Background: an optimization exercise with open tools, aiming at small area, a short achievable clock period and few clock cycles. Do not read the settings as production practice. The RTL was checked by simulation tests, not by an equivalence proof against the original design. Power is estimated from default activity; no workload was simulated.

`flow/config.mk`:
```
export PLATFORM = sky130hd
export DESIGN_NAME = CLE
export DESIGN_NICKNAME = CLE
export VERILOG_FILES = /design/flow/design.v
export SDC_FILE = /design/flow/constraint.sdc
export NUM_CORES = 4
export LEC_CHECK = 0
export CAP_MARGIN = 30
export CORE_MARGIN = 2
export CORE_UTILIZATION = 50
export PLACE_DENSITY = 0.6
export SLEW_MARGIN = 20
```
`flow/constraint.sdc`:
```
create_clock -name core_clock -period 9.0 [get_ports {clk}]
set_input_delay 1.8000 -clock core_clock [delete_from_list [all_inputs] [get_ports {clk}]]
set_output_delay 1.8000 -clock core_clock [all_outputs]
set_load 0.01 [all_outputs]
```
`flow/design.v`:
```
`timescale 1ns/10ps
module CLE ( clk, reset, rom_q, rom_a, sram_q, sram_a, sram_d, sram_wen, finish);
input         clk;
input         reset;
input  [7:0]  rom_q;
output [6:0]  rom_a;
input  [7:0]  sram_q;
output [9:0]  sram_a;
output [7:0]  sram_d;
output        sram_wen;
output        finish;
reg  [9:0] sram_a;
reg        sram_wen;
reg        finish;
reg        s_wait, s_rs0, s_rs1, s_rs2, s_rs3, s_cmp, s_put, s_slw;
reg        early;        
reg        fin_st;       
reg  [9:0] pos;          
reg  [7:0] P;            
reg        pz;
reg        nNW, nN, nW;  
reg        fNW, fN, fW;  
reg        rd1, rd2;     
reg        t1, t2;       
reg        Lz;           
reg        wf;           
reg  [3:0] mods;         
reg  [7:0] newv;         
function [1:0] cmp8;
    input [7:0] a, b;
    reg   [7:0] g, l;
    reg   [3:0] g2, l2;
    reg   [1:0] g4, l4;
    integer i;
    begin
        for (i = 0; i < 8; i = i + 1) begin
            g[i] = a[i] & ~b[i];
            l[i] = ~a[i] & b[i];
        end
        for (i = 0; i < 4; i = i + 1) begin
            g2[i] = g[2*i+1] | (~l[2*i+1] & g[2*i]);
            l2[i] = l[2*i+1] | (~g[2*i+1] & l[2*i]);
        end
        for (i = 0; i < 2; i = i + 1) begin
            g4[i] = g2[2*i+1] | (~l2[2*i+1] & g2[2*i]);
            l4[i] = l2[2*i+1] | (~g2[2*i+1] & l2[2*i]);
        end
        cmp8 = {g4[1] | (~l4[1] & g4[0]), l4[1] | (~g4[1] & l4[0])};
    end
endfunction
reg  [6:0] rom_a;        
reg        f127;         
reg        fdone;        
reg        rv;           
reg  [7:0] cw;
reg        gap;          
assign sram_d = P;
wire [7:0] q_rev = {rom_q[0], rom_q[1], rom_q[2], rom_q[3],
                    rom_q[4], rom_q[5], rom_q[6], rom_q[7]};
wire [7:0] qm = q_rev & {~f127, 6'b111111, ~(~f127 & (rom_a == 7'd0))};
wire [6:0] nbi  = f127 ? 7'd127 : rom_a;
wire       qnz  = qm != 8'd0;
wire       nbv  = rv & ~fdone & qnz;        
wire [7:0] nb   = qm;
wire       nbadj = ~gap;                    
wire [2:0] o      = pos[2:0];
wire       rem_nz = |cw;
wire       avail  = rem_nz | nbv;
wire [7:0] srcw   = rem_nz ? cw : nb;
reg  [2:0] off, offm1;
reg  [7:0] oneh;
always @(*) begin
    casez (srcw)
    8'b???????1: begin off = 3'd0; offm1 = 3'd7; oneh = 8'b00000001; end
    8'b??????10: begin off = 3'd1; offm1 = 3'd0; oneh = 8'b00000010; end
    8'b?????100: begin off = 3'd2; offm1 = 3'd1; oneh = 8'b00000100; end
    8'b????1000: begin off = 3'd3; offm1 = 3'd2; oneh = 8'b00001000; end
    8'b???10000: begin off = 3'd4; offm1 = 3'd3; oneh = 8'b00010000; end
    8'b??100000: begin off = 3'd5; offm1 = 3'd4; oneh = 8'b00100000; end
    8'b?1000000: begin off = 3'd6; offm1 = 3'd5; oneh = 8'b01000000; end
    default:     begin off = 3'd7; offm1 = 3'd6; oneh = 8'b10000000; end
    endcase
end
wire [6:0] wd      = rem_nz ? pos[9:3] : nbi;
wire [9:0] nextpix = {wd, off};
wire [4:0] pr      = pos[9:5];
wire [4:0] pc      = pos[4:0];
wire [4:0] prm1    = pr - 5'd1;
wire [4:0] nbrm1   = nbi[6:2] - 5'd1;
wire [4:0] nrm1    = rem_nz ? prm1 : nbrm1;
wire [1:0] nwm1    = wd[1:0] - 2'd1;
wire [9:0] nx1     = {nrm1, (srcw[0] ? {nwm1, 3'd7} : {wd[1:0], offm1})};
wire       done    = fdone & ~rem_nz & ~nbv;
wire [2:0] op1     = o + 3'd1;
wire       cont    = rem_nz ? cw[op1]
                            : (nbv & nbadj & nb[0] & (o == 3'd7) & (pos[4:3] != 2'd3));
wire       last_slw = (mods & (mods - 4'd1)) == 4'd0;
wire       nomods   = (mods == 4'd0);
wire       take     = (s_wait & avail & ~fin_st) | s_rs0 | (s_put & nomods & (cont | early));
wire       take_nb  = take & ~rem_nz;
wire       advance  = (rv & ~fdone & ~qnz) | take_nb;
always @(posedge clk or posedge reset) begin
    if (reset) begin
        rom_a <= 7'd0;
        f127  <= 1'b0;
        fdone <= 1'b0;
        rv    <= 1'b0;
        cw    <= 8'd0;
    end else begin
        if (take) cw <= srcw & ~oneh;
        rv <= ~advance;
        if (advance) begin
            if (f127)                    fdone <= 1'b1;
            else if (rom_a == 7'd126) begin
                rom_a <= 7'd0;
                f127  <= 1'b1;
            end else                     rom_a <= rom_a + 7'd1;
        end
    end
end
always @(posedge clk) begin
    if (take_nb)     gap <= 1'b0;
    else if (advance) gap <= 1'b1;
end
wire [7:0] Wv = (wf & ~Lz) ? P : 8'd0;
wire [7:0] Pe = pz ? 8'd0 : P;
wire [7:0] NE = sram_q;
wire [7:0] ca = t2 ? Wv : Pe;
wire [1:0] cab = cmp8(ca, sram_q);
wire [7:0] pmax = cab[0] ? sram_q : ca;
wire [1:0] cNP = cmp8(NE, Pe), cNn = cmp8(NE, newv), cPn = cmp8(Pe, newv);
wire [7:0] m   = (cNP[1] & cNn[1]) ? NE : (cPn[0] ? newv : Pe);
wire       plt = cPn[0] | cNP[1];           
wire       nz0 = ~|newv;
wire       nNE = |NE;
wire [3:0] mods_n = {nNW & (fNW | plt), nN & (fN | plt),
                     nNE & (cNP[0] | cNn[0]), nW & (fW | plt)};
wire       s0  = ~cPn[1] & ~cNn[1];         
wire [4:0] prp1 = pr + 5'd1;
wire [4:0] pcm1 = pc - 5'd1;
wire [4:0] pcp1 = pc + 5'd1;
wire [4:0] pcp2 = pc + 5'd2;
wire       hazard = ~rem_nz & ({nbi, off} == {prp1, pcp1});
wire       go_early = ~cont & avail & ~hazard;
always @(posedge clk) begin
    rd2 <= rd1;
    t2  <= t1;
    t1  <= (s_wait & avail & ~fin_st) | s_rs0 | (s_cmp & go_early);
    if (s_cmp) begin
        P   <= m;
        pz  <= nz0 & ~nN & ~nNE;
        nNW <= nN;
        nN  <= nNE;
        nW  <= ~nz0;
        fNW <= 1'b0;
        fN  <= 1'b0;
        fW  <= 1'b0;
    end else if (rd2 & ((t2 & (s_rs1 | s_rs2)) | s_rs3)) begin
        P   <= pmax;
        pz  <= 1'b0;
        if (t2) begin
            nNW <= |sram_q;
            nW  <= wf & ~Lz;
            fNW <= cab[1];
            fW  <= cab[0];
        end else begin
            nN  <= |sram_q;
            fN  <= cab[1];
            fNW <= fNW | cab[0];
            fW  <= fW | cab[0];
        end
    end
    if (take) pos <= nextpix;
    if (s_wait | s_rs0 | (s_cmp & go_early))  sram_a <= nx1;
    else if (s_cmp)                           sram_a <= {prm1, pcp2};
    else if (s_rs1)                           sram_a <= {prm1, pc};
    else if (s_rs2)                           sram_a <= {prm1, pcp1};
    else if (s_slw)
        sram_a <= mods[3] ? {prm1, pcm1} : mods[2] ? {prm1, pc} :
                  mods[1] ? {prm1, pcp1} : {pr, pcm1};
    else                                      sram_a <= pos;
    if (s_cmp) early <= go_early;
    if (s_wait | s_rs0) wf <= cont;
    else if (s_put)     wf <= cont;
    if (s_cmp) mods <= mods_n;
    else if (s_slw) begin
        if (mods[3])      mods[3] <= 1'b0;
        else if (mods[2]) mods[2] <= 1'b0;
        else if (mods[1]) mods[1] <= 1'b0;
        else              mods[0] <= 1'b0;
    end
end
always @(posedge clk or posedge reset) begin
    if (reset) begin
        s_wait <= 1'b1;
        s_rs0  <= 1'b0;
        s_rs1  <= 1'b0;
        s_rs2  <= 1'b0;
        s_rs3  <= 1'b0;
        s_cmp  <= 1'b0;
        s_put  <= 1'b0;
        s_slw  <= 1'b0;
        fin_st   <= 1'b0;
        sram_wen <= 1'b1;
        finish   <= 1'b0;
        newv     <= 8'd250;
        Lz       <= 1'b1;
        rd1      <= 1'b0;
    end else begin
        rd1      <= (s_wait & avail & ~fin_st) | s_rs0 | s_rs1 | s_rs2 | s_cmp;
        sram_wen <= ~((s_put & ~Lz) | s_slw);
        if (s_wait & fin_st) finish <= 1'b1;
        if (s_wait & ~avail & done) fin_st <= 1'b1;
        if (s_cmp) begin
            Lz <= nz0;
            if (nz0 | s0) newv <= newv - 8'd1;
        end
        s_wait <= (s_wait & ~(avail & ~fin_st)) | (s_put & nomods & ~cont & ~early & ~avail) |
                  (s_slw & last_slw & ~avail);
        s_rs0  <= (s_put & nomods & ~cont & ~early & avail) | (s_slw & last_slw & avail);
        s_rs1  <= (s_wait & avail & ~fin_st) | s_rs0 | (s_put & nomods & ~cont & early);
        s_rs2  <= s_rs1;
        s_rs3  <= s_rs2;
        s_cmp  <= s_rs3 | (s_put & nomods & cont);
        s_put  <= s_cmp;
        s_slw  <= (s_put & ~nomods) | (s_slw & ~last_slw);
    end
end
endmodule
```
`flow/flow/run.sh`:
```
#!/bin/bash
set -euo pipefail
bash standard.sh SETUP_SLACK_MARGIN=5.7 finish > flow_make.log 2>&1
```
`flow/standard.sh`:
```
#!/bin/bash
# synth_recipe.tcl (not shown) runs the flow's synth.tcl, then flattens the netlist and writes it again
# the make line also repeats each setting of config.mk as NAME=value (left out here)
make -C /OpenROAD-flow-scripts/flow DESIGN_CONFIG=/design/flow/config.mk WORK_HOME=/design/flow/orfs CLKGATE_MAP_FILE= SYNTH_SCRIPT=/design/flow/synth_recipe.tcl "${@:-finish}"
```
==> impl_metrics.ini, run 1 <==
[clocking]
cts_root_buffer = clkbuf_16
clk_pin_slew_ns = 0.07
cts_tree = built
ctsHoldBuffers = 0
cts_buffers = 9
cts_buffer_depth = 2
clock_sinks = 84
htree_levels = 3
insertion_delay_ns = 0.36

[critical_path]
critical_path.top_delay_family = compound AO/OA/AOI/OAI gates
crit_path_cell_trace = buf_6 -> or4_4 -> a21oi_4 -> a211o_1 -> o31a_1 -> o2111a_2 -> o21ai_4 -> buf_12 -> a211o_2 -> o221ai_1
path_max_fanout = 5
path_buf_inv = 2
cpPeakStageDelay_ns = 0.58
cp.arrival_ns = 3.92
start_kind = primary input
rr_worst_depth = 10
crit_path_top_delay_cell = or4_4
crit_cells = 10
worst-setup-path-type = in -> reg
crit_required_ns = 9.26
endpoint_kind = register

[layout]
synthToLayoutAreaGrowth_pct = 35.89
diodes = 0
layout-drive-gt1-share_pct = 32.62
fin_util_pct = 69.72
nets = 821

[sta]
slew_viol_final = 0
tns_ns = 0
worst_pin_slew_ns = 0.7867
setup_viol = 0
post-route-min-period_ns = 3.651
finalHoldViolCount = 0
fmax_mhz = 273.9
rsz0062_at_grt = true
max_slew_margin_pct = 47.55
finalCritPeriodShare_pct = 40.57
finClkSkew_ns = 0.008907

[routing]
drtAntennaViolNets = 0
num_vias = 6204
wl_per_cell_um = 20.67
via_per_inst = 6.449
drt_iter0_drc = 477
wl_um = 19890
dr.pass1.iters = 5
remaining_drc_errors = 0

[yosys]
synth.most_common_cell = nor2_1
syn_nets = 748
synth.distinct_cells = 90
synth-main-ff-cell = dfrtp_1
synth-edff-count = 28
synth_area_leader_cell = edfxtp_1
synthTopCellsByCount = nor2_1, o21ai_0, nand2_1
ys_seq_elements = 84
synth_area_um2 = 6188
synthCells = 716
synthTopCellsByArea = edfxtp_1, dfrtp_1, dfxtp_1
async_flop_share_pct = 46.43
synth_top_area_share_pct = 13.59
yosys_warnings = 1
ys_seq_area_share_pct = 35.04
avgSynthCellArea_um2 = 8.643

[floorplanning]
start_util_pct = 51.31
coreArea_um2 = 12060
fp.dieW_um = 115.3
die_y_um = 115.3
die_area_um2 = 13280
num_rows = 40
ios = 45

[global_route]
grt.total_usage_pct = 30.13
grt_max_degree = 40
grt_pass1_vias = 5946
grt.overflow.total = 0
antenna_found_initial = 0
grt_pass1_wl_um = 31220

[min_path]
min_delay_path_depth = 0
hold_class = reg -> reg

[flow_run]
cap_violations = 0

[pwr]
p_int_w = 0.0009719
combinationalPowerShare_pct = 40.5
p_leak_nw = 3.340
p_seq_share_pct = 33.2
max-vdd-ir-drop_uv = 165.4
pwr_density_cell_nw_per_um2 = 184.3
p_sw_share_pct = 37.29
power_switching_w = 0.0005780
clkPwrFrac_pct = 26.3

[place]
dp_hpwl_um = 12940
numPortBuffers = 44
gp_congestion = 0.9069

[status]
status = no timing/DRC/antenna violations
==> per-stage QoR <==
stage          power [W]  setup slack [ns]  hold WS, ns  cell area (um2)  instances
2_1_floorplan  0.0008624             5.096       0.3096             6430        716
3_3_place_gp   0.0009970             4.208       0.3167             6802        886
3_5_place_dp    0.001003             4.154       0.3121             6802        886
4_1_cts         0.001489             5.383       0.3299             7904        943
5_1_grt         0.001621             5.317       0.3352             8409        962
6_report        0.001550             5.349       0.3279             8409        962
==> cells in the final DEF, fill, tap and decap left out, types with 8 or more instances in the layout <==
cell              n
nor3_1           14
maj3_1            8
clkdlybuf4s50_1  28
nand3_1           9
buf_4            28
edfxtp_1         28
buf_6            28
dfstp_2           9
nand2b_1         12
o21ai_1           9
o21ai_0          36
inv_1            44
mux2_2            8
a21oi_1          23
nand2_1          43
dfxtp_1          17
o22ai_1          12
clkbuf_16        11
or2_2             8
ha_1             13
a21oi_2          10
nor2_1           56
o21ai_2          17
xnor2_1          12
o311a_1          11
dfrtp_1          27
==> repair_timing <==
item                                    in CTS  in global routing
pin swaps                                   48                 47
gates resized for setup                    162                 85
buffers inserted                            36                 18
endpoints found under the setup margin      68                 71
gates cloned                                 5                  1
==> cell type report <==
class / count / area [um2]
Multi-Input combinational cell: 540 / 4397
Clock inverter: 7 / 91.34
Sequential cell: 84 / 2172
Timing Repair Buffer: 103 / 1106
Fill cell: 927 / 3652
Inverter: 51 / 207.7
Clock buffer: 9 / 225.2
Tap cell: 168 / 210.2
==> metal layers <==
layer,track usage (%),part of all wire (%),vias to the layer above
met5,0,0,-
met4,12.85,3.6,0
met3,5.482,5.4,58
met2,52.47,51,270
met1,36.61,40,3070
li1,-,-,2806
==> path summary, 6_finish.rpt <==
check | start | endpoint | slack, ns
max | rom_q[5] | sram_a[6]$_DFF_P_ | 5.35
max reg2reg | pos[1]$_DFFE_PN_ | pos[5]$_DFFE_PP_ | 5.50
min in group asynchronous | reset | s_slw$_DFF_PP0_ | 1.90
min reg2reg | t1$_DFF_P_ | t2$_DFF_P_ | 0.33
max in group asynchronous | reset | rom_a[4]$_DFFE_PP0P_ | 6.68
min | t1$_DFF_P_ | t2$_DFF_P_ | 0.33
==> registers in the layout, indices dropped and copies added, names as in the netlist, 4 cells and up <==
| register | cells |
|---|---|
| pos | 10 |
| sram_a | 10 |
| P | 8 |
| cw | 8 |
| newv | 8 |
| rom_a | 7 |
| mods | 4 |
==> power groups by stage <==
stage / Combinational, W / Clock [W] / Sequential [W]
CTS: 0.000567 / 0.000411 / 0.000511
global route: 0.000672 / 0.000427 / 0.000522
floorplan: 0.000362 / 0 / 0.000501
detailed placement: 0.000484 / 0 / 0.000519
global placement: 0.000480 / 0 / 0.000517
finish: 0.000627 / 0.000407 / 0.000515
==> logic make-up after synthesis <==
kind of cell / after synthesis / share of synthesized area, %
buffers and inverters: 96 / 6.975
XOR/XNOR: 23 / 3.943
multiplexers: 16 / 3.235
AND/OR/NAND/NOR: 234 / 19.57
AO/OA/AOI/OAI: 234 / 25.98
flip-flops: 84 / 35.04
adder cells (fa/ha/maj): 29 / 5.257
Testbench counts, summed over its fixed seeds: cycles 52,360.
==> inputs of run 2 (changes only) <==
==> flow/run.sh (new file) <==
#!/bin/bash
# synth_recipe.tcl (not shown) runs the flow's synth.tcl, then flattens the netlist and writes it again
# the make line also repeats each setting of config.mk as NAME=value (left out here)
make -C /OpenROAD-flow-scripts/flow DESIGN_CONFIG=/design/flow/config.mk WORK_HOME=/design/flow/orfs CLKGATE_MAP_FILE= SYNTH_SCRIPT=/design/flow/synth_recipe.tcl finish
removed: flow/flow/run.sh
removed: flow/standard.sh
==> run 2 against run 1 <==
  * Synthesized cell count is the same
  * Clock-buffer cell count is 2 higher
  * Core utilization is 12 points lower
  * Still clean on timing, DRC and antenna
  * Final cell count down 6.2%
  * Cell area down 18%
  * Global-route usage decreased by 2.8 points
  * Sequential power about the same
  * Power fell by 12%
  * Via count decreased by 8.3%
  * Non-clock buffer count is 56 lower
  * Flip-flop and latch count unchanged
  * Critical path depth shrank 1
==> impl_metrics.ini, run 2 <==
[clocking]
cts_buffer_depth = 2
cts_resized = 0
htree_levels = 3
ctsHoldBuffers = 0
cts_root_buffer = clkbuf_16
insertion_delay_ns = 0.35
postCtsSetupRepairBufs = 0
clk_pin_slew_ns = 0.06
cts_buffers = 9
clock_sinks = 84
cts_tree = built

[sta]
post-route-min-period_ns = 4.577
worst_pin_slew_ns = 1.032
finClkSkew_ns = 0.008443
finalCritPeriodShare_pct = 50.85
finalHoldViolCount = 0
fmax_mhz = 218.5
rsz0062_at_grt = false
tns_ns = 0
slew_viol_final = 0
max_slew_margin_pct = 31.23
setup_viol = 0

[layout]
final_cell_mix = nor2_1, o21ai_0, nand2_1
final_cell_area_um2 = 6915
synthToLayoutAreaGrowth_pct = 11.75
largestRegisters = pos x10, sram_a x10
layout-drive-gt1-share_pct = 8.719
nets = 761
diodes = 0
final_common_cell = nor2_1

[yosys]
ys_seq_area_share_pct = 35.04
synth-main-ff-cell = dfrtp_1
synth_top_area_share_pct = 13.59
synth.most_common_cell = nor2_1
async_flop_share_pct = 46.43
ys_seq_elements = 84
avgSynthCellArea_um2 = 8.643
synthTopCellsByCount = nor2_1, o21ai_0, nand2_1
synthCells = 716
syn_nets = 748
synth-edff-count = 28
synth.distinct_cells = 90
synth_area_um2 = 6188
yosys_warnings = 1
synth_area_leader_cell = edfxtp_1
synthTopCellsByArea = edfxtp_1, dfrtp_1, dfxtp_1

[critical_path]
cpPeakStageDelay_ns = 0.59
rr_worst_depth = 7
crit_cells = 9
path_max_fanout = 16
crit_top_cell = maj3_1
path_buf_inv = 2
crit_required_ns = 9.08
start_kind = primary input
endpoint_kind = register
critical_path.top_delay_family = adder cells
crit_path_top_delay_cell = clkdlybuf4s50_1
crit_path_cell_trace = clkdlybuf4s50_1 -> inv_1 -> maj3_1 -> maj3_1 -> maj3_1 -> o311a_1 -> a21o_1 -> o21ai_0 -> o22ai_1
worst-setup-path-type = in -> reg
cp.arrival_ns = 4.66

[routing]
drtAntennaViolNets = 0
wl_um = 17570
dr.pass1.iters = 6
wl_per_cell_um = 19.47
remaining_drc_errors = 0
via_per_inst = 6.304
drt_iter0_drc = 456
num_vias = 5686

[place]
dp_hpwl_um = 12910
placed_area_um2 = 6614
numPortBuffers = 44
gp_congestion = 0.9186

[global_route]
antenna_found_initial = 0
grt_pass1_wl_um = 28360
grt_max_degree = 40
grt_pass1_vias = 5414
grt.overflow.total = 0
grt.total_usage_pct = 27.33

[floorplanning]
coreArea_um2 = 12060
die_y_um = 115.3
die_area_um2 = 13280
num_rows = 40
start_util_pct = 51.31
ios = 45
fp.dieW_um = 115.3

[status]
status = no timing/DRC/antenna violations

[pwr]
p_sw_share_pct = 36.67
power_switching_w = 0.0005021
pwr_density_cell_nw_per_um2 = 198.0
p_int_w = 0.0008671
combinationalPowerShare_pct = 35.0
clkPwrFrac_pct = 27.5
max-vdd-ir-drop_uv = 136.6
p_leak_nw = 2.749
p_seq_share_pct = 37.5

[flow_run]
cap_violations = 0

[min_path]
min_delay_path_depth = 0
hold_class = reg -> reg
-- run 2: cell type report --
class | count | area [um2]
Multi-Input combinational cell | 536 | 3588
Timing Repair Buffer | 47 | 462.9
Sequential cell | 84 | 2168
Inverter | 51 | 191.4
Fill cell | 1104 | 5146
Clock inverter | 5 | 61.31
Clock buffer | 11 | 232.7
Tap cell | 168 | 210.2
-- run 2: path summary, 6_finish.rpt --
kind | startpoint | slack, ns | to
worst max register to register | pz$_SDFFCE_PN0P_ | 5.18 | P[2]$_DFFE_PP_
worst max-delay path | sram_q[1] | 4.42 | P[4]$_DFFE_PP_
min in group asynchronous | reset | 1.86 | cw[4]$_DFFE_PP0N_
worst min-delay path | t1$_DFF_P_ | 0.32 | t2$_DFF_P_
max in group asynchronous | reset | 6.74 | sram_wen$_DFF_PP1_
worst min register to register | t1$_DFF_P_ | 0.32 | t2$_DFF_P_
-- run 2: cells by family after synthesis --
family | after synthesis | synth area share (%)
AOI/OAI and AO/OA | 234 | 25.98
xor gates and xnor gates | 23 | 3.943
adders and majority gates | 29 | 5.257
buffers and inverters | 96 | 6.975
DFF | 84 | 35.04
muxes | 16 | 3.235
and+or+nand+nor | 234 | 19.57
-- run 2: layer usage --
| layer | up-vias | global-route usage (%) | routed length [um] |
|---|---|---|---|
| met4 | 0 | 11.00 | 542 |
| met3 | 41 | 4.481 | 1006 |
| met5 | - | 0 | 0 |
| met1 | 2743 | 35.55 | 7608 |
| met2 | 229 | 45.53 | 8409 |
| li1 | 2673 | - | - |
-- run 2: power groups by stage --
stage	Sequential [W]	Combinational, W	Clock (W)
2_1_floorplan	0.000501	0.000343	0
3_3_place_gp	0.000517	0.000463	0
3_5_place_dp	0.000520	0.000469	0
4_1_cts	0.000512	0.000473	0.000383
5_1_grt	0.000520	0.000525	0.000396
6_report	0.000513	0.000480	0.000377
-- run 2: stage by stage --
step           hold WS [ns]   power, W  util (%)  setup slack (ns)  cells
6_report             0.3187   0.001369     57.33             4.423    902
5_1_grt              0.3238   0.001442     57.33             4.260    902
4_1_cts              0.3208   0.001368     57.27             4.443    901
3_5_place_dp         0.3121  0.0009888     54.83             4.092    885
3_3_place_gp         0.3127  0.0009802     54.83             4.150    885
2_1_floorplan        0.3096  0.0008440         -             4.930    716
==> inputs of run 3 (changes only) <==
--- a/flow/config.mk
+++ b/flow/config.mk
@@ -9,4 +9,5 @@
 export CORE_MARGIN = 2
 export CORE_UTILIZATION = 50
 export PLACE_DENSITY = 0.6
+export SETUP_SLACK_MARGIN = 5
 export SLEW_MARGIN = 20
==> run 3 against run 2 <==
  * Synthesized area stayed put
  * Global-route usage is 0.49 points higher
  * Worst hold slack better by 0.0095 ns
  * Largest cell class unchanged
  * Sequential share of layout area is 1.3 points lower
==> impl_metrics.ini, run 3 <==
[status]
status = no timing/DRC/antenna violations

[yosys]
synth_area_um2 = 6188
synthTopCellsByArea = edfxtp_1, dfrtp_1, dfxtp_1
synth.most_common_cell = nor2_1
synthCells = 716
synth-main-ff-cell = dfrtp_1
synthTopCellsByCount = nor2_1, o21ai_0, nand2_1
async_flop_share_pct = 46.43
ys_seq_area_share_pct = 35.04
synth_top_area_share_pct = 13.59
avgSynthCellArea_um2 = 8.643
ys_seq_elements = 84
syn_nets = 748
synth.distinct_cells = 90
yosys_warnings = 1
synth_area_leader_cell = edfxtp_1
synth-edff-count = 28

[pwr]
pwr_density_cell_nw_per_um2 = 197.5
max-vdd-ir-drop_uv = 131.4
p_leak_nw = 2.929

[global_route]
antenna_found_initial = 0
grt.overflow.total = 0
grt.total_usage_pct = 27.82
grt_pass1_vias = 5529
grt_max_degree = 41
grt_pass1_wl_um = 28930

[sta]
setup_viol = 0
slew_viol_final = 0
finClkSkew_ns = 0.007150
finalCritPeriodShare_pct = 43.92
post-route-min-period_ns = 3.953
tns_ns = 0
fmax_mhz = 253.0
rsz0062_at_grt = false
finalHoldViolCount = 0
max_slew_margin_pct = 40.39
layout_setup_ws_ns = 5.047
worst_pin_slew_ns = 0.8941

[critical_path]
worst-setup-path-type = in -> reg
crit_required_ns = 9.19
rr_worst_depth = 11
cp.arrival_ns = 4.14
r2r-end = rom_a[0]$_DFFE_PP0P_
start_kind = primary input
ff2ff_setup_slack_ns = 5.38
endpoint_kind = register
path_max_fanout = 6
rr_startpoint = pos[0]$_DFFE_PN_

[routing]
wl_um = 17950
wl_per_cell_um = 19.53
drt_iter0_drc = 541
via_per_inst = 6.222
dr.pass1.iters = 5
remaining_drc_errors = 0
drtAntennaViolNets = 0
num_vias = 5718

[flow_run]
cap_violations = 0

[clocking]
htree_levels = 3
cts_buffers = 9
ctsHoldBuffers = 0
clk_pin_slew_ns = 0.07
cts_root_buffer = clkbuf_16
clock_sinks = 84
cts_buffer_depth = 2
cts_tree = built
insertion_delay_ns = 0.35

[layout]
synthToLayoutAreaGrowth_pct = 16.64
diodes = 0
fin_util_pct = 59.84
final_common_cell = nor2_1
final_cell_mix = nor2_1, nand2_1, o21ai_0
nets = 778
largestRegisters = pos x10, sram_a x10
nFillCells = 1094
fin_cells = 919
layout-drive-gt1-share_pct = 13.58

[floorplanning]
start_util_pct = 51.31
die_area_um2 = 13280
fp.dieW_um = 115.3
coreArea_um2 = 12060
ios = 45
num_rows = 40
die_y_um = 115.3

[min_path]
whs_endpoint = t2$_DFF_P_
min_delay_path_depth = 0
hold_class = reg -> reg
min_from = t1$_DFF_P_

[place]
numPortBuffers = 44
gp_congestion = 0.9112
dpl.cell_count = 885
dp_slack_ns = 4.142
dp_hpwl_um = 12850
-- run 3: cell counts after synthesis --
No cell type changed its count.
-- run 3: what timing repair did --
item / CTS / global route
buffers inserted: 7 / 8
hold endpoints to repair: 0 / 0
cloned: 0 / 2
pin swaps: 5 / 7
resized for setup: 30 / 21
endpoints found under the setup margin: 49 / 28
-- run 3: power by group --
part	switching (W)	internal (W)	leakage, nW	total, W
registers	0.0000615	0.000451	0.873	0.000513
logic	0.000293	0.000216	1.90	0.000509
clock network	0.000162	0.000241	0.155	0.000403
total	0.000517	0.000909	2.93	0.00143
-- run 3: cells by family after synthesis --
| group | count (synthesis) | synth area share, % |
|---|---|---|
| buf+inv | 96 | 6.975 |
| fa+ha+maj | 29 | 5.257 |
| compound gates | 234 | 25.98 |
| flops | 84 | 35.04 |
| mux | 16 | 3.235 |
| xor+xnor | 23 | 3.943 |
| simple gates | 234 | 19.57 |
-- run 3: routing by layer --
metal  GRT usage [%]  wire (um)
met1           36.39       7870
met2           46.82       8851
met3           3.901        764
met4           10.76        460
met5               0          0
-- run 3: worst max-delay path, cell delays in order --
cell	delay (ns)
clkdlybuf4s50_1	0.57
inv_1	0.15
maj3_1	0.41
a21oi_4	0.24
a21oi_1	0.14
o32ai_4	0.14
buf_4	0.21
mux2_2	0.34
o22ai_1	0.14
-- run 3: per-stage QoR --
| stage | hold slack, ns | instance area, um2 | power (W) |
|---|---|---|---|
| detailed placement | 0.3121 | 6616 | 0.0009874 |
| floorplan | 0.3096 | 6201 | 0.0008454 |
| global placement | 0.3157 | 6616 | 0.0009824 |
| finish | 0.3282 | 7218 | 0.001426 |
| CTS | 0.3275 | 7077 | 0.001406 |
| global route | 0.3321 | 7218 | 0.001506 |
-- run 3: final cells by class --
class                           count  area, um2  share of cell area (%)
Timing Repair Buffer               62      588.1                   8.147
Clock inverter                      4      55.05                  0.7627
Tap cell                          168      210.2                   2.912
Sequential cell                    84       2168                   30.04
Clock buffer                       12      267.8                   3.709
Multi-Input combinational cell    538       3737                   51.78
Inverter                           51      191.4                   2.652
-- run 3: worst max path at each step --
stage	slack [ns]	startpoint	to
after floorplan	5.03	sram_q[4]	P[1]$_DFFE_PP_
after global routing	4.96	sram_q[6]	P[6]$_DFFE_PP_
after detailed placement	4.14	rom_q[6]	cw[2]$_DFFE_PP0N_
after CTS	4.93	rom_q[3]	sram_a[6]$_DFF_P_
final	5.05	sram_q[6]	P[6]$_DFFE_PP_
after global placement	4.15	rom_q[6]	cw[2]$_DFFE_PP0N_
==> inputs of run 4 (changes only) <==
==> flow/flow/run.sh (new file) <==
#!/bin/bash
set -euo pipefail
bash standard.sh "BUFFER_PORTS_ARGS=-buffer_cell sky130_fd_sc_hd__buf_1" finish > flow_make.log 2>&1
==> flow/standard.sh (new file) <==
#!/bin/bash
# synth_recipe.tcl (not shown) runs the flow's synth.tcl, then flattens the netlist and writes it again
# the make line also repeats each setting of config.mk as NAME=value (left out here)
make -C /OpenROAD-flow-scripts/flow DESIGN_CONFIG=/design/flow/config.mk WORK_HOME=/design/flow/orfs CLKGATE_MAP_FILE= SYNTH_SCRIPT=/design/flow/synth_recipe.tcl "${@:-finish}"
removed: flow/run.sh
==> run 4 against run 3 <==
  * Still clean on timing, DRC and antenna
  * Maximum frequency is 1.2% higher
  * Clock-buffer cell count did not move
  * Combinational power is 9.0% lower
  * Cell area is 6.2% lower
  * Synthesized area unchanged
  * Flip-flop and latch count unchanged
  * Wire length shrank 3.0%
  * First-iteration DRC count shrank 21%
  * Via count down 1.6%
  * Sequential power barely moved
  * Critical path depth increased by 1
  * Register-to-register slack worse by 0.19 ns
  * Critical path type unchanged
  * Critical endpoint is now sram_a[6]$_DFF_P_
==> impl_metrics.ini, run 4 <==
[status]
status = no timing/DRC/antenna violations

[sta]
rsz0062_at_grt = true
finalHoldViolCount = 0
setup_viol = 0
finClkSkew_ns = 0.008880
slew_viol_final = 0
fmax_mhz = 256.0
finalCritPeriodShare_pct = 43.41
max_slew_margin_pct = 39.07
tns_ns = 0
worst_pin_slew_ns = 0.9139
post-route-min-period_ns = 3.907

[global_route]
grt_pass1_wl_um = 28470
antenna_found_initial = 0
grt.overflow.total = 0
grt_max_degree = 40
grt_pass1_vias = 5526
grt.total_usage_pct = 27.39

[yosys]
avgSynthCellArea_um2 = 8.643
ys_seq_elements = 84
synth-edff-count = 28
async_flop_share_pct = 46.43
synthCells = 716
synth.most_common_cell = nor2_1
synth-main-ff-cell = dfrtp_1
syn_nets = 748
synthTopCellsByCount = nor2_1, o21ai_0, nand2_1
synthTopCellsByArea = edfxtp_1, dfrtp_1, dfxtp_1
synth.distinct_cells = 90
ys_seq_area_share_pct = 35.04
synth_area_leader_cell = edfxtp_1
synth_top_area_share_pct = 13.59
yosys_warnings = 1
synth_area_um2 = 6188

[floorplanning]
start_util_pct = 51.31
die_area_um2 = 13280
die_y_um = 115.3
num_rows = 40
ios = 45
coreArea_um2 = 12060
fp.dieW_um = 115.3

[routing]
dr.pass1.iters = 5
dr.max_layer_used = met4
routed-wl-met2_um = 8464
wl_per_cell_um = 19.21
wl_met3_um = 836
via_per_inst = 6.213
m1WireLength_um = 7755
drtAntennaViolNets = 0
drt_iter0_drc = 426
remaining_drc_errors = 0
wl_um = 17410
num_vias = 5629

[place]
dp_hpwl_um = 12580
dpl.cell_count = 885
numPortBuffers = 44
gp_congestion = 0.8920

[layout]
synthToLayoutAreaGrowth_pct = 9.381
fin_cells = 906
layout-drive-gt1-share_pct = 10.57
final_common_cell = nor2_1
largestRegisters = pos x10, sram_a x10
final_cell_mix = nor2_1, o21ai_0, nand2_1
diodes = 0
nets = 765

[pwr]
p_sw_share_pct = 36.40
max-vdd-ir-drop_uv = 154.2
clkPwrFrac_pct = 29.4
p_seq_share_pct = 37.1
p_leak_nw = 2.690
p_int_w = 0.0008801
combinationalPowerShare_pct = 33.5
power_switching_w = 0.0005036
pwr_density_cell_nw_per_um2 = 204.4

[clocking]
cts_buffers = 9
clk_pin_slew_ns = 0.06
cts_tree = built
cts_root_buffer = clkbuf_16
htree_levels = 3
clock_sinks = 84
cts_buffer_depth = 2
insertion_delay_ns = 0.35

[critical_path]
endpoint_kind = register
path_max_fanout = 12
crit_required_ns = 9.26
cp.arrival_ns = 4.17
worst-setup-path-type = in -> reg
start_kind = primary input

[min_path]
hold_class = reg -> reg

[flow_run]
cap_violations = 0
==> run 4: cell counts after synthesis <==
No cell type changed its count.
==> run 4: critical path, cell delays in order <==
cell      delay [ns]
buf_1           0.12
or4_2           0.74
nor2_1          0.17
a311o_1         0.31
o21ai_0         0.16
nand3_1         0.19
o21ai_4         0.09
buf_12          0.17
a211o_2         0.33
o221ai_1        0.08
==> run 4: what timing repair did <==
item,4_1_cts,5_1_grt
setup buffers,0,4
gates resized for setup,5,8
hold buffers,0,0
endpoints found under the setup margin,28,37
pin swaps,0,2
cloned,0,0
==> run 4: kinds of logic after synthesis <==
logic type / Yosys count / share of synthesized area (%)
and+or+nand+nor: 234 / 19.57
adders and majority gates: 29 / 5.257
xor gates and xnor gates: 23 / 3.943
muxes: 16 / 3.235
buffers and inverters: 96 / 6.975
AOI/OAI and AO/OA: 234 / 25.98
DFF: 84 / 35.04
==> run 4: cell type report <==
cell class / count / area [um2]
Clock inverter: 4 / 72.57
Inverter: 51 / 191.4
Fill cell: 1114 / 5293
Timing Repair Buffer: 51 / 245.2
Tap cell: 168 / 210.2
Clock buffer: 12 / 246.5
Sequential cell: 84 / 2168
Multi-Input combinational cell: 536 / 3635
==> run 4: metal layers <==
layer / track usage (%) / up-vias
li1: - / 2683
met3: 4.902 / 32
met4: 10.92 / 0
met5: 0 / -
met1: 35.39 / 2722
met2: 45.65 / 192
==> run 4: path summary, 6_finish.rpt <==
path	start	endpoint	slack (ns)	cells past startpoint
setup / recovery	rom_q[6]	sram_a[6]$_DFF_P_	5.09	10
hold / removal	t1$_DFF_P_	t2$_DFF_P_	0.34	0
setup reg to reg	cw[0]$_DFFE_PP0N_	rom_a[5]$_DFFE_PP0P_	5.19	8
hold reg to reg	t1$_DFF_P_	t2$_DFF_P_	0.34	0
max in group asynchronous	reset	newv[7]$_DFFE_PP1P_	7.07	3
min in group asynchronous	reset	cw[5]$_DFFE_PP0N_	1.54	3
==> run 4: power by group through the flow <==
stage	clock [W]	sequential [W]	combinational, W
detailed placement	0	0.000519	0.000438
floorplan	0	0.000501	0.000345
CTS	0.000414	0.000512	0.000443
global placement	0	0.000517	0.000434
global route	0.000426	0.000520	0.000507
finish	0.000406	0.000514	0.000463
==> run 4: stage by stage <==
stage	hold WS, ns	utilization (%)	setup WS [ns]	total power, W	instance area (um2)
2_1_floorplan	0.3096	-	5.028	0.0008454	6201
4_1_cts	0.3407	55.41	4.991	0.001369	6684
5_1_grt	0.3442	56.12	4.963	0.001453	6769
3_3_place_gp	0.3113	52.57	4.545	0.0009514	6341
6_report	0.3409	56.12	5.093	0.001384	6769
3_5_place_dp	0.3263	52.57	4.451	0.0009568	6341
==> inputs of run 5 (changes only) <==
--- a/flow/config.mk
+++ b/flow/config.mk
@@ -8,6 +8,8 @@
 export CAP_MARGIN = 30
 export CORE_MARGIN = 2
 export CORE_UTILIZATION = 50
+export CTS_BUF_LIST = sky130_fd_sc_hd__clkbuf_8
+export CTS_CLUSTER_SIZE = 30
 export PLACE_DENSITY = 0.6
 export SETUP_SLACK_MARGIN = 5
 export SLEW_MARGIN = 20
==> run 5 against run 4 <==
  * Worst hold slack improved by 0.0042 ns
  * Clock skew fell by 0.0032 ns
  * Critical path type unchanged
  * Clock-buffer cell count fell by 2
  * Clock power fell by 25%
  * Non-clock buffer count did not move
  * Highest routed layer unchanged
  * First-iteration DRC count rose by 1.2%
==> impl_metrics.ini, run 5 <==
[sta]
post-route-min-period_ns = 3.948
worst_pin_slew_ns = 0.9065
fmax_mhz = 253.3
slew_viol_final = 0
tns_ns = 0
rsz0062_at_grt = true
max_slew_margin_pct = 39.57
setup_viol = 0
finClkSkew_ns = 0.005699
finalHoldViolCount = 0
finalCritPeriodShare_pct = 43.87
layout_setup_ws_ns = 5.052

[critical_path]
rr_startpoint = cw[1]$_DFFE_PP0N_
worst-setup-path-type = in -> reg
crit_path_top_delay_cell = or4_2
endpoint_kind = register
cp.arrival_ns = 4.23
r2r-end = rom_a[5]$_DFFE_PP0P_
path_max_fanout = 12
crit_path_cell_trace = buf_1 -> or4_2 -> a21oi_1 -> a211o_1 -> o31a_1 -> o2111a_2 -> o21ai_4 -> buf_12 -> a211o_2 -> o221ai_1
start_kind = primary input
cpPeakStageDelay_ns = 0.73
ff2ff_setup_slack_ns = 5.21
crit_start = rom_q[6]
rr_worst_depth = 8
crit_end = sram_a[6]$_DFF_P_
crit_required_ns = 9.28

[pwr]
pwr_density_cell_nw_per_um2 = 191.9
p_leak_nw = 2.651
p_total_w = 0.001278
max-vdd-ir-drop_uv = 143.3

[layout]
seq_area_um2 = 2168
synthToLayoutAreaGrowth_pct = 7.582
diodes = 0
largestRegisters = pos x10, sram_a x10
multi_input_area_um2 = 3625
fin_cells = 906
final_cell_area_um2 = 6658
nets = 765
final_cell_mix = nor2_1, o21ai_0, nand2_1
layout-drive-gt1-share_pct = 10.43
nFillCells = 1116
final_common_cell = nor2_1

[routing]
wl_per_cell_um = 19.12
remaining_drc_errors = 0
wl_um = 17330
drt_iter0_drc = 431
num_vias = 5640
drtAntennaViolNets = 0
via_per_inst = 6.225
dr.pass1.iters = 5

[min_path]
min_delay_path_depth = 0
hold_class = reg -> reg

[clocking]
cts_buffer_depth = 2
clk_pin_slew_ns = 0.09
cts_buffers = 9
cts_tree = built
clock_sinks = 84
insertion_delay_ns = 0.37
ctsHoldBuffers = 0
htree_levels = 3
cts_root_buffer = clkbuf_8

[place]
numPortBuffers = 44
dp_slack_ns = 4.451
gp_congestion = 0.8920
placed_area_um2 = 6341
dp_hpwl_um = 12580
dpl.cell_count = 885

[yosys]
synth-edff-count = 28
synthCells = 716
synth_area_um2 = 6188
synth_area_leader_cell = edfxtp_1
synth.distinct_cells = 90
synthTopCellsByCount = nor2_1, o21ai_0, nand2_1
synth_top_area_share_pct = 13.59
async_flop_share_pct = 46.43
syn_nets = 748
synth-main-ff-cell = dfrtp_1
yosys_warnings = 1
synth.most_common_cell = nor2_1
ys_seq_area_share_pct = 35.04
ys_seq_elements = 84
avgSynthCellArea_um2 = 8.643
synthTopCellsByArea = edfxtp_1, dfrtp_1, dfxtp_1

[flow_run]
cap_violations = 0

[floorplanning]
coreArea_um2 = 12060
die_area_um2 = 13280
ios = 45
fp.dieW_um = 115.3
num_rows = 40
die_y_um = 115.3
start_util_pct = 51.31

[global_route]
grt_max_degree = 40
grt_pass1_wl_um = 28260
grt.total_usage_pct = 27.11
antenna_found_initial = 0
grt_pass1_vias = 5483
grt.overflow.total = 0

[status]
status = no timing/DRC/antenna violations
==> run 5: cell counts after synthesis <==
No cell type changed its count.
==> run 5: logic make-up (layout without fill, tap and decap cells) <==
family / Yosys count / count (layout) / share of synthesized area (%)
adder cells (fa/ha/maj): 29 / 29 / 5.257
XOR/XNOR: 23 / 23 / 3.943
multiplexers: 16 / 16 / 3.235
AO/OA/AOI/OAI: 234 / 234 / 25.98
AND/OR/NAND/NOR: 234 / 234 / 19.57
flip-flops: 84 / 84 / 35.04
buffers and inverters: 96 / 118 / 6.975
==> run 5: per-layer routing <==
metal,global-route usage [%],part of all wire (%)
met5,0,0
met3,4.692,4.7
met4,10.04,2.7
met2,45.33,49
met1,35.33,44
==> run 5: critical path, delay by kind of cell <==
family | cells | cell delay, ns
AO/OA/AOI/OAI | 7 | 1.41
buffers and inverters | 2 | 0.28
AND/OR/NAND/NOR | 1 | 0.73
==> run 5: how the worst min path moves through the flow <==
stage / from / end / slack, ns
floorplan: t1$_DFF_P_ / t2$_DFF_P_ / 0.31
detailed placement: t1$_DFF_P_ / t2$_DFF_P_ / 0.33
global route: rd1$_DFF_PP0_ / rd2$_DFF_P_ / 0.35
CTS: t1$_DFF_P_ / t2$_DFF_P_ / 0.35
finish: t1$_DFF_P_ / t2$_DFF_P_ / 0.35
global placement: t1$_DFF_P_ / t2$_DFF_P_ / 0.31
==> run 5: what timing repair did <==
item | 4_1_cts | 5_1_grt
gates cloned | 0 | 0
setup buffers | 0 | 4
pin swaps | 0 | 2
endpoints found under the setup margin | 17 | 29
gates resized for setup | 5 | 6
==> run 5: final cells by class <==
cell class / instances / share of cell area, %
multi-input cells: 536 / 54.44
clock buffers: 10 / 2.067
inverters: 51 / 2.875
flip-flops and latches: 84 / 32.57
well taps: 168 / 3.157
clock inverters: 6 / 1.203
repair buffers: 51 / 3.684
==> run 5: power by group <==
group	leakage, nW	switching, W	internal [W]	total, W
clock network	0.115	0.000143	0.000162	0.000304
logic	1.66	0.000284	0.000177	0.000461
registers	0.873	0.0000617	0.000451	0.000513
total	2.65	0.000489	0.000789	0.00128
==> run 5: stage by stage <==
stage / utilization, % / hold slack, ns
after floorplan: - / 0.3096
after global placement: 52.57 / 0.3113
after detailed placement: 52.57 / 0.3263
after CTS: 54.57 / 0.3458
after global routing: 55.20 / 0.3500
final: 55.20 / 0.3451
==> inputs of run 6 (changes only) <==
--- a/flow/design.v
+++ b/flow/design.v
@@ -26,6 +26,7 @@
 reg        wf;           
 reg  [3:0] mods;         
 reg  [7:0] newv;         
+reg        decq;         
 function [1:0] cmp8;
     input [7:0] a, b;
     reg   [7:0] g, l;
@@ -93,7 +94,7 @@
 wire       done    = fdone & ~rem_nz & ~nbv;
 wire [2:0] op1     = o + 3'd1;
 wire       cont    = rem_nz ? cw[op1]
-                            : (nbv & nbadj & nb[0] & (o == 3'd7) & (pos[4:3] != 2'd3));
+                            : (rv & ~fdone & nbadj & nb[0] & (o == 3'd7) & (pos[4:3] != 2'd3));
 wire       last_slw = (mods & (mods - 4'd1)) == 4'd0;
 wire       nomods   = (mods == 4'd0);
 wire       take     = (s_wait & avail & ~fin_st) | s_rs0 | (s_put & nomods & (cont | early));
@@ -140,7 +141,21 @@
 wire [4:0] pcm1 = pc - 5'd1;
 wire [4:0] pcp1 = pc + 5'd1;
 wire [4:0] pcp2 = pc + 5'd2;
-wire       hazard = ~rem_nz & ({nbi, off} == {prp1, pcp1});
+reg  [7:0] hoh;            
+always @(*) begin
+    case (pcp1[2:0])
+    3'd0: hoh = 8'b00000001;
+    3'd1: hoh = 8'b00000011;
+    3'd2: hoh = 8'b00000111;
+    3'd3: hoh = 8'b00001111;
+    3'd4: hoh = 8'b00011111;
+    3'd5: hoh = 8'b00111111;
+    3'd6: hoh = 8'b01111111;
+    default: hoh = 8'b11111111;
+    endcase
+end
+wire       hword  = (nbi == {prp1, pcp1[4:3]});
+wire       hazard = ~rem_nz & hword & ((nb & hoh) == (hoh & ~{1'b0, hoh[7:1]}));
 wire       go_early = ~cont & avail & ~hazard;
 always @(posedge clk) begin
     rd2 <= rd1;
@@ -212,9 +227,10 @@
         if (s_wait & fin_st) finish <= 1'b1;
         if (s_wait & ~avail & done) fin_st <= 1'b1;
         if (s_cmp) begin
-            Lz <= nz0;
-            if (nz0 | s0) newv <= newv - 8'd1;
-        end
+            Lz   <= nz0;
+            decq <= nz0 | s0;
+        end
+        if (s_put & decq) newv <= newv - 8'd1;
         s_wait <= (s_wait & ~(avail & ~fin_st)) | (s_put & nomods & ~cont & ~early & ~avail) |
                   (s_slw & last_slw & ~avail);
         s_rs0  <= (s_put & nomods & ~cont & ~early & avail) | (s_slw & last_slw & avail);
==> run 6 against run 5 <==
  * Wire length fell by 8.4%
  * Die area fell by 3.7%
  * Final cell count fell by 7.9%
  * Critical path depth fell by 1
  * First-iteration DRC count fell by 12%
  * Register-to-register slack improved by 0.31 ns
  * Maximum frequency rose by 0.46%
  * Clock-buffer cell count fell by 1
  * Synthesized area fell by 3.8%
  * Clock skew rose by 0.0097 ns
  * Critical endpoint is now P[7]$_DFFE_PP_
  * Highest routed layer unchanged
==> impl_metrics.ini, run 6 <==
[critical_path]
r2r-end = rom_a[4]$_DFFE_PP0P_
crit_required_ns = 9.12
path_max_fanout = 7
endpoint_kind = register
worst-setup-path-type = in -> reg
ff2ff_setup_slack_ns = 5.52
rr_startpoint = pos[0]$_DFFE_PP_
cp.arrival_ns = 4.05
start_kind = primary input
rr_worst_depth = 10

[yosys]
ys_seq_elements = 85
synth-simple-area-share_pct = 20.27
synth_area_leader_cell = edfxtp_1
synth.distinct_cells = 99
synthAdderAreaFrac_pct = 6.560
synth.most_common_cell = nand2_1
synth_xor_area_share_pct = 4.163
synthCells = 659
async_flop_share_pct = 45.88
synthTopCellsByCount = nand2_1, nor2_1, a21oi_1
synth_top_family_by_area = compound AO/OA/AOI/OAI gates
synth_top_area_share_pct = 14.63
synthMuxAreaShare_pct = 1.892
syn_nets = 695
synth_area_um2 = 5951
avgSynthCellArea_um2 = 9.030
synth-main-ff-cell = dfrtp_1
ys_seq_area_share_pct = 36.94
yosys_warnings = 1
synth-edff-count = 29
synthTopCellsByArea = edfxtp_1, dfrtp_1, dfxtp_1
synth_compound_area_share_pct = 24.85

[sta]
setup_viol = 0
finClkSkew_ns = 0.01541
finalCritPeriodShare_pct = 43.67
max_slew_margin_pct = 42.34
fmax_mhz = 254.5
tns_ns = 0
rsz0062_at_grt = false
worst_pin_slew_ns = 0.8650
finalHoldViolCount = 0
post-route-min-period_ns = 3.930
slew_viol_final = 0

[min_path]
hold_class = reg -> reg
min_delay_path_depth = 0
whs_endpoint = t2$_DFF_P_
min_from = t1$_DFF_P_

[floorplanning]
fp.dieW_um = 113.1
die_y_um = 113.1
coreArea_um2 = 11520
die_area_um2 = 12790
num_rows = 39
ios = 45
start_util_pct = 51.67

[place]
dp_hpwl_um = 11810
numPortBuffers = 44
gp_congestion = 0.9430

[clocking]
ctsHoldBuffers = 0
clock_sinks = 85
insertion_delay_ns = 0.37
htree_levels = 3
cts_buffers = 9
clk_pin_slew_ns = 0.08
cts_buffer_depth = 2
cts_root_buffer = clkbuf_8
cts_tree = built

[pwr]
clkPwrFrac_pct = 14.6
power_switching_w = 0.0007041
p_sw_share_pct = 43.55
p_seq_share_pct = 39.3
combinationalPowerShare_pct = 46.2
p_leak_nw = 2.496
p_int_w = 0.0009127
max-vdd-ir-drop_uv = 145.8
pwr_density_cell_nw_per_um2 = 255.6
p_total_w = 0.001617

[layout]
synthToLayoutAreaGrowth_pct = 6.308
final_cell_mix = nand2_1, nor2_1, a21oi_1
nFillCells = 1119
layout-drive-gt1-share_pct = 8.828
final_common_cell = nand2_1
largestRegisters = pos x10, sram_a x10
nets = 722
diodes = 0

[status]
status = no timing/DRC/antenna violations

[global_route]
grt_pass1_vias = 4922
grt.overflow.total = 0
antenna_found_initial = 0
grt_max_degree = 32
grt_pass1_wl_um = 26210
grt.total_usage_pct = 25.81

[routing]
via_per_inst = 6.207
wl_per_cell_um = 19.03
remaining_drc_errors = 0
drtAntennaViolNets = 0
drt_iter0_drc = 379
num_vias = 5177
wl_um = 15870
dr.pass1.iters = 16

[flow_run]
cap_violations = 0
==> run 6: kinds of logic after synthesis <==
group           after synthesis
compound gates              199
simple gates                233
buf+inv                      75
fa+ha+maj                    34
xor+xnor                     25
mux                           8
flops                        85
==> run 6: worst max path at each step <==
stage | from | slack (ns) | endpoint | depth (start not counted)
after floorplan | sram_q[0] | 5.11 | P[7]$_DFFE_PP_ | 8
after global placement | sram_q[4] | 4.73 | P[7]$_DFFE_PP_ | 9
after detailed placement | sram_q[4] | 4.71 | P[7]$_DFFE_PP_ | 9
after CTS | sram_q[4] | 5.09 | P[7]$_DFFE_PP_ | 9
after global routing | sram_q[1] | 5.01 | P[0]$_DFFE_PP_ | 9
final | sram_q[1] | 5.07 | P[7]$_DFFE_PP_ | 9
==> run 6: per-stage QoR <==
| stage | instances | area [um2] | utilization (%) | setup WS [ns] | hold slack, ns |
|---|---|---|---|---|---|
| 6_report | 834 | 6326 | 54.93 | 5.070 | 0.3310 |
| 4_1_cts | 834 | 6322 | 54.90 | 5.095 | 0.3343 |
| 5_1_grt | 834 | 6326 | 54.93 | 5.012 | 0.3468 |
| 3_5_place_dp | 818 | 6165 | 53.53 | 4.710 | 0.3157 |
| 3_3_place_gp | 818 | 6165 | 53.53 | 4.726 | 0.3136 |
| 2_1_floorplan | 659 | 5951 | - | 5.114 | 0.3096 |
==> run 6: layer usage <==
| metal | track usage [%] | vias up | share of wire (%) | wire length (um) |
|---|---|---|---|---|
| li1 | - | 2476 | - | - |
| met1 | 33.63 | 2508 | 43 | 6845 |
| met2 | 44.27 | 168 | 50 | 7945 |
| met3 | 2.999 | 25 | 4.5 | 719 |
| met4 | 9.675 | 0 | 2.3 | 362 |
| met5 | 0 | - | 0 | 0 |
==> run 6: layout make-up <==
class | count | area [um2] | area share [%]
timing repair buffer | 46 | 183.9 | 2.907
multi-input combinational | 499 | 3436 | 54.31
inverter | 45 | 171.4 | 2.710
tap | 143 | 178.9 | 2.828
sequential | 85 | 2198 | 34.75
clock inverter | 7 | 33.78 | 0.5340
clock buffer | 9 | 123.9 | 1.958
==> run 6: worst max-delay path, stage by stage <==
cell,delay [ns]
buf_1,0.21
inv_1,0.18
maj3_2,0.35
maj3_1,0.36
o211ai_1,0.12
a31o_2,0.24
nor2_1,0.11
a32o_4,0.33
a221o_1,0.35
==> run 6: power by group through the flow <==
stage	clock, W	combinational (W)	sequential (W)
after detailed placement	0	0.000742	0.000641
after CTS	0.000242	0.000748	0.000634
final	0.000235	0.000747	0.000635
after global routing	0.000257	0.000836	0.000651
after global placement	0	0.000734	0.000641
after floorplan	0	0.000596	0.000594
==> run 6: timing repair <==
action / in CTS / in global routing
setup endpoints to repair: 0 / 3
buffers inserted: 0 / 0
gates resized for setup: 0 / 3
Testbench counts of run 6, summed over its fixed seeds: cycles 52,360.
==> inputs of run 7 (changes only) <==
--- a/flow/config.mk
+++ b/flow/config.mk
@@ -5,11 +5,11 @@
 export SDC_FILE = /design/flow/constraint.sdc
 export NUM_CORES = 4
 export LEC_CHECK = 0
+export ABC_AREA = 1
 export CAP_MARGIN = 30
 export CORE_MARGIN = 2
 export CORE_UTILIZATION = 50
 export CTS_BUF_LIST = sky130_fd_sc_hd__clkbuf_8
-export CTS_CLUSTER_SIZE = 30
 export PLACE_DENSITY = 0.6
 export SETUP_SLACK_MARGIN = 5
 export SLEW_MARGIN = 20
==> run 7 against run 6 <==
  * Still clean
  * Clock-buffer cell count stayed put
  * Flip-flop and latch count unchanged
  * Register-to-register slack improved by 0.29 ns
  * Cell area up 6.3%
  * Largest power group unchanged
  * Highest routed layer unchanged
==> impl_metrics.ini, run 7 <==
[sta]
tns_ns = 0
post-route-min-period_ns = 3.462
max_slew_margin_pct = 36.17
finalCritPeriodShare_pct = 38.47
slew_viol_final = 0
setup_viol = 0
worst_pin_slew_ns = 0.9539
fmax_mhz = 288.8
finalHoldViolCount = 0
finClkSkew_ns = 0.01645
holdWs_ns = 0.3465
layout_setup_ws_ns = 5.538
rsz0062_at_grt = false

[yosys]
yosys_warnings = 1
synthCells = 923
avgSynthCellArea_um2 = 6.775
synth.most_common_cell = nand2_1
synth.distinct_cells = 44
ys_seq_elements = 85
synth_area_um2 = 6253
synthTopCellsByCount = nand2_1, nand3_1, inv_1
synth-main-ff-cell = dfrtp_1
ys_seq_area_share_pct = 35.15
async_flop_share_pct = 45.88
synth_area_leader_cell = nand2_1
synthTopCellsByArea = nand2_1, edfxtp_1, dfrtp_1
synth_top_area_share_pct = 16.45
synth-edff-count = 29
syn_nets = 959

[pwr]
p_leak_nw = 3.281
p_total_w = 0.002229
max-vdd-ir-drop_uv = 179.2
pwr_density_cell_nw_per_um2 = 331.4

[global_route]
grt.total_usage_pct = 26.83
grt_pass1_wl_um = 28460
grt.overflow.total = 0
grt_max_degree = 40
antenna_found_initial = 0
grt_pass1_vias = 5957

[place]
dp_hpwl_um = 13030
numPortBuffers = 44
placed_area_um2 = 6510
dp_slack_ns = 5.198
gp_congestion = 1.014

[floorplanning]
num_rows = 40
fp.dieW_um = 115.8
start_util_pct = 51.63
die_area_um2 = 13420
coreArea_um2 = 12110
ios = 45
die_y_um = 115.8

[min_path]
min_delay_path_depth = 0
hold_class = reg -> reg

[layout]
multi_input_area_um2 = 3481
largestRegisters = pos x10, sram_a x10
nFillCells = 1230
final_cell_area_um2 = 6726
diodes = 0
nets = 995
final_common_cell = nand2_1
seq_area_um2 = 2198
synthToLayoutAreaGrowth_pct = 7.563
final_cell_mix = nand2_1, nand3_1, inv_1
layout-drive-gt1-share_pct = 7.365

[clocking]
cts_root_buffer = clkbuf_8
postCtsSetupRepairBufs = 0
htree_levels = 3
clock_sinks = 85
insertion_delay_ns = 0.38
cts_tree = built
cts_buffer_depth = 2
cts_resized = 0
ctsHoldBuffers = 0
cts_buffers = 9
clk_pin_slew_ns = 0.10

[critical_path]
start_kind = primary input
endpoint_kind = register
path_max_fanout = 10
crit_path_top_delay_cell = buf_1
cpPeakStageDelay_ns = 0.28
rr_worst_depth = 16
crit_top_cell = nand2_1
crit_required_ns = 9.13
crit_path_cell_trace = buf_1 -> inv_1 -> nand2_1 -> nand3_1 -> nand2_1 -> a21oi_1 -> nor2_1 -> nand2_1 -> nand2_1 -> nand2_2 -> nand3_1 -> nand2_1 -> nand2_1 -> nand2_1
cp.arrival_ns = 3.59
worst-setup-path-type = in -> reg

[routing]
wl_per_cell_um = 15.02
via_per_inst = 5.563
dr.pass1.iters = 6
wl_um = 17010
remaining_drc_errors = 0
drt_iter0_drc = 494
num_vias = 6297
drtAntennaViolNets = 0

[flow_run]
cap_violations = 0

[status]
status = no timing/DRC/antenna violations
## run 7: cell count changes after synthesis, sizes merged, moves of 13 or more
cell | before | now
a21oi | 50 | 29
inv | 43 | 117
maj3 | 16 | 0
nand2 | 52 | 291
nand2b | 22 | 0
nand3 | 18 | 126
nand4 | 3 | 18
nor2 | 49 | 94
nor2b | 13 | 0
nor3 | 26 | 8
o21ai | 33 | 58
xnor2 | 17 | 3
## run 7: worst max-delay path: cells and delay by family
kind	cells	cell delay, ns
compound gates	1	0.04
buf+inv	2	0.47
simple gates	11	1.28
## run 7: cell type report
cell class / instances / share of cell area (%)
Tap cell: 168 / 3.125
Sequential cell: 85 / 32.68
Clock buffer: 9 / 1.842
Multi-Input combinational cell: 700 / 51.75
Inverter: 118 / 6.659
Timing Repair Buffer: 45 / 2.567
Clock inverter: 7 / 1.376
## run 7: kinds of logic (layout without fill, tap and decap cells)
family | Yosys count | after routing | share of synthesized area (%)
flip-flops | 85 | 85 | 35.15
buffers and inverters | 138 | 179 | 9.184
AO/OA/AOI/OAI | 119 | 119 | 11.00
AND/OR/NAND/NOR | 543 | 543 | 38.26
XOR/XNOR | 20 | 20 | 2.801
adder cells (fa/ha/maj) | 18 | 18 | 3.602
## run 7: through the flow
step / util, % / instances
after floorplan: - / 923
after global placement: 53.75 / 1116
after detailed placement: 53.75 / 1116
after CTS: 55.54 / 1132
after global routing: 55.54 / 1132
final: 55.54 / 1132
## run 7: worst paths after layout
path | from | to | slack, ns
setup / recovery | sram_q[7] | P[2]$_DFFE_PP_ | 5.54
hold / removal | t1$_DFF_P_ | t2$_DFF_P_ | 0.35
setup reg to reg | pos[0]$_DFFE_PP_ | sram_a[3]$_DFF_P_ | 5.81
hold reg to reg | t1$_DFF_P_ | t2$_DFF_P_ | 0.35
max in group asynchronous | reset | s_wait$_DFF_PP1_ | 7.07
min in group asynchronous | reset | newv[0]$_DFFE_PP0P_ | 1.55
## run 7: layer usage
layer | vias up | GRT usage [%] | share of wire, %
met5 | - | 0 | 0
met4 | 0 | 11.59 | 3.4
met3 | 52 | 3.818 | 5.2
met2 | 256 | 46.20 | 48
met1 | 2897 | 33.71 | 43
li1 | 3092 | - | -
## run 7: power by group
part | switching (W) | internal [W]
clock network | 0.000160 | 0.000135
registers | 0.000125 | 0.000572
logic | 0.000850 | 0.000387
==> inputs of run 8 (changes only) <==
==> flow/run.sh (new file) <==
#!/bin/bash
# synth_recipe.tcl (not shown) runs the flow's synth.tcl, then flattens the netlist and writes it again
# the make line also repeats each setting of config.mk as NAME=value (left out here)
make -C /OpenROAD-flow-scripts/flow DESIGN_CONFIG=/design/flow/config.mk WORK_HOME=/design/flow/orfs CLKGATE_MAP_FILE= SYNTH_SCRIPT=/design/flow/synth_recipe.tcl finish
==> flow/config.mk (replaced) <==
export PLATFORM = sky130hd
export DESIGN_NAME = CLE
export DESIGN_NICKNAME = CLE
export VERILOG_FILES = /design/flow/design.v
export SDC_FILE = /design/flow/constraint.sdc
export NUM_CORES = 4
export LEC_CHECK = 0
export CAP_MARGIN = 30
export CORE_MARGIN = 2
export CORE_UTILIZATION = 50
export PLACE_DENSITY = 0.6
export SETUP_SLACK_MARGIN = 5
export SLEW_MARGIN = 20
removed: flow/flow/run.sh
removed: flow/standard.sh
==> run 8 against run 7 <==
  * Still clean on timing, DRC and antenna
  * Die area down 4.7%
  * Non-clock buffer count rose by 5
  * Via count decreased by 16%
  * Cell area is 0.87% higher
  * Sequential share of layout area shrank 0.28 points
  * Clock power rose by 25%
  * Clock skew is 0.0090 ns lower
  * Synthesized cell count down 29%
  * Critical endpoint is now P[7]$_DFFE_PP_
  * Largest cell class unchanged
  * Largest power group unchanged
  * Highest routed layer unchanged
==> impl_metrics.ini, run 8 <==
[sta]
finalHoldViolCount = 0
setup_viol = 0
finClkSkew_ns = 0.007412
fmax_mhz = 255.6
tns_ns = 0
post-route-min-period_ns = 3.913
finalCritPeriodShare_pct = 43.48
worst_pin_slew_ns = 0.9237
layout_setup_ws_ns = 5.087
slew_viol_final = 0
rsz0062_at_grt = true
holdWs_ns = 0.3424
max_slew_margin_pct = 38.42

[layout]
final_cell_mix = nand2_1, nor2_1, a21oi_1
final_common_cell = nand2_1
synthToLayoutAreaGrowth_pct = 14.02
fin_cells = 838
nets = 726
diodes = 0
largestRegisters = pos x10, sram_a x10
fin_util_pct = 58.92
layout-drive-gt1-share_pct = 11.37
multi_input_area_um2 = 3465
nFillCells = 1048
seq_area_um2 = 2198

[status]
status = no timing/DRC/antenna violations

[global_route]
grt_max_degree = 32
antenna_found_initial = 0
grt.overflow.total = 0
grt_pass1_vias = 5322
grt_pass1_wl_um = 26520
grt.total_usage_pct = 26.13

[yosys]
synth_top_area_share_pct = 14.63
async_flop_share_pct = 45.88
synth_area_um2 = 5951
synthTopCellsByCount = nand2_1, nor2_1, a21oi_1
yosys_warnings = 1
synth.distinct_cells = 99
syn_nets = 695
synth_area_leader_cell = edfxtp_1
synth-edff-count = 29
synthCells = 659
synth.most_common_cell = nand2_1
synth-main-ff-cell = dfrtp_1
avgSynthCellArea_um2 = 9.030
ys_seq_area_share_pct = 36.94
synthTopCellsByArea = edfxtp_1, dfrtp_1, dfxtp_1
ys_seq_elements = 85

[routing]
wl_per_cell_um = 19.34
via_per_inst = 6.347
drt_iter0_drc = 493
drtAntennaViolNets = 0
remaining_drc_errors = 0
num_vias = 5319
wl_um = 16210
dr.pass1.iters = 16

[clocking]
cts_buffer_depth = 2
htree_levels = 3
clk_pin_slew_ns = 0.06
cts_root_buffer = clkbuf_16
clock_sinks = 85
cts_buffers = 9
cts_tree = built
insertion_delay_ns = 0.35

[min_path]
min_from = rd1$_DFF_PP0_
hold_class = reg -> reg

[critical_path]
path_max_fanout = 7
crit_path_top_delay_cell = or4b_1
cp.arrival_ns = 4.01
worst-setup-path-type = in -> reg
rr_startpoint = pos[0]$_DFFE_PP_
cpPeakStageDelay_ns = 0.59
crit_required_ns = 9.10
start_kind = primary input
endpoint_kind = register
crit_path_cell_trace = clkdlybuf4s15_1 -> nor2_1 -> o22ai_1 -> a211oi_1 -> or4b_1 -> o21ai_4 -> a21oi_4 -> a32o_4 -> a221o_1
crit_start = sram_q[5]

[floorplanning]
fp.dieW_um = 113.1
die_y_um = 113.1
start_util_pct = 51.67
die_area_um2 = 12790
ios = 45
num_rows = 39
coreArea_um2 = 11520

[pwr]
power_switching_w = 0.0007382
p_seq_share_pct = 35.8
max-vdd-ir-drop_uv = 179.4
combinationalPowerShare_pct = 43.9
clkPwrFrac_pct = 20.3
p_sw_share_pct = 40.71
p_leak_nw = 2.707
p_int_w = 0.001075
pwr_density_cell_nw_per_um2 = 267.2

[place]
dpl.cell_count = 817
dp_hpwl_um = 11800
numPortBuffers = 44
dp_slack_ns = 4.323
gp_congestion = 0.9187

[flow_run]
cap_violations = 0
-- run 8: path summary, 6_finish.rpt --
path                                       endpoint  slack, ns  cells past startpoint
worst max-delay path                 P[7]$_DFFE_PP_       5.09                      9
worst min-delay path                    rd2$_DFF_P_       0.34                      0
worst max register to register    sram_a[9]$_DFF_P_       5.64                     10
worst min register to register          rd2$_DFF_P_       0.34                      0
max in group asynchronous          s_wait$_DFF_PP1_       6.49                      3
min in group asynchronous       newv[2]$_DFFE_PP0P_       1.74                      2
-- run 8: cell families (layout without fill, tap and decap cells) --
| family | count (synthesis) | count (layout) | synth area share (%) |
|---|---|---|---|
| muxes | 8 | 8 | 1.892 |
| buffers and inverters | 75 | 111 | 5.320 |
| DFF | 85 | 85 | 36.94 |
| adders and majority gates | 34 | 34 | 6.560 |
| AOI/OAI and AO/OA | 199 | 199 | 24.85 |
| xor gates and xnor gates | 25 | 25 | 4.163 |
| and+or+nand+nor | 233 | 233 | 20.27 |
-- run 8: area by class of cell --
cell class / count / share of cell area, %
Sequential cell: 85 / 32.40
Timing Repair Buffer: 50 / 7.192
Multi-Input combinational cell: 499 / 51.06
Tap cell: 143 / 2.637
Inverter: 45 / 2.526
Clock buffer: 11 / 3.430
Clock inverter: 5 / 0.7560
-- run 8: power by group through the flow --
stage	Clock, W	Sequential [W]	Combinational [W]
after CTS	0.000374	0.000646	0.000775
after global routing	0.000389	0.000663	0.000878
final	0.000369	0.000649	0.000795
after floorplan	0	0.000594	0.000596
after detailed placement	0	0.000653	0.000765
after global placement	0	0.000650	0.000754
-- run 8: critical path, delay by kind of cell --
family | cells | cell delay, ns
buf+inv | 1 | 0.31
compound gates | 6 | 1.20
simple gates | 2 | 0.71
-- run 8: metal layers --
layer	wire (um)	up-vias	global-route usage, %
met2	8001	202	45.59
met1	6876	2584	31.90
met5	0	-	0
met4	480	0	11.46
met3	848	40	4.231
li1	-	2493	-
-- run 8: through the flow --
step / cell area, um2 / total power (W)
4_1_cts: 6740 / 0.001795
5_1_grt: 6785 / 0.001929
3_3_place_gp: 6432 / 0.001405
2_1_floorplan: 5951 / 0.001190
3_5_place_dp: 6432 / 0.001418
6_report: 6785 / 0.001813
-- run 8: timing repair --
action / 4_1_cts / 5_1_grt
setup buffers: 1 / 4
gates resized for setup: 16 / 17
pin swaps: 3 / 5
hold buffers: 0 / 0
endpoints found under the setup margin: 29 / 19

## afterwards: timing with drivers on the ports
No port has a modelled driver above. Below, the same layouts with a new extraction and two added sets of constraints. Step 1 assumes that a clkbuf_16 drives the clock port and a buf_2 every other input. Step 2 times the ports against the registers' clock, not the clock port: input delays grow and output delays shrink by t, the midpoint of the rising clock arrivals with the driver on. Three values: no drivers, after step 1, after step 2; two values: the first two.
run | t, ns | setup slack, ns
run 1 | 0.390 | 5.349 / 5.355 / 4.966
run 2 | 0.383 | 4.423 / 4.439 / 4.056
run 3 | 0.385 | 5.047 / 5.061 / 4.676
run 4 | 0.386 | 5.093 / 5.114 / 4.728
run 5 | 0.402 | 5.052 / 5.068 / 4.666
run 6 | 0.403 | 5.070 / 5.081 / 4.678
run 7 | 0.410 | 5.538 / 5.549 / 5.138
run 8 | 0.388 | 5.087 / 5.096 / 4.708
After both steps setup and hold are still met in every run listed.
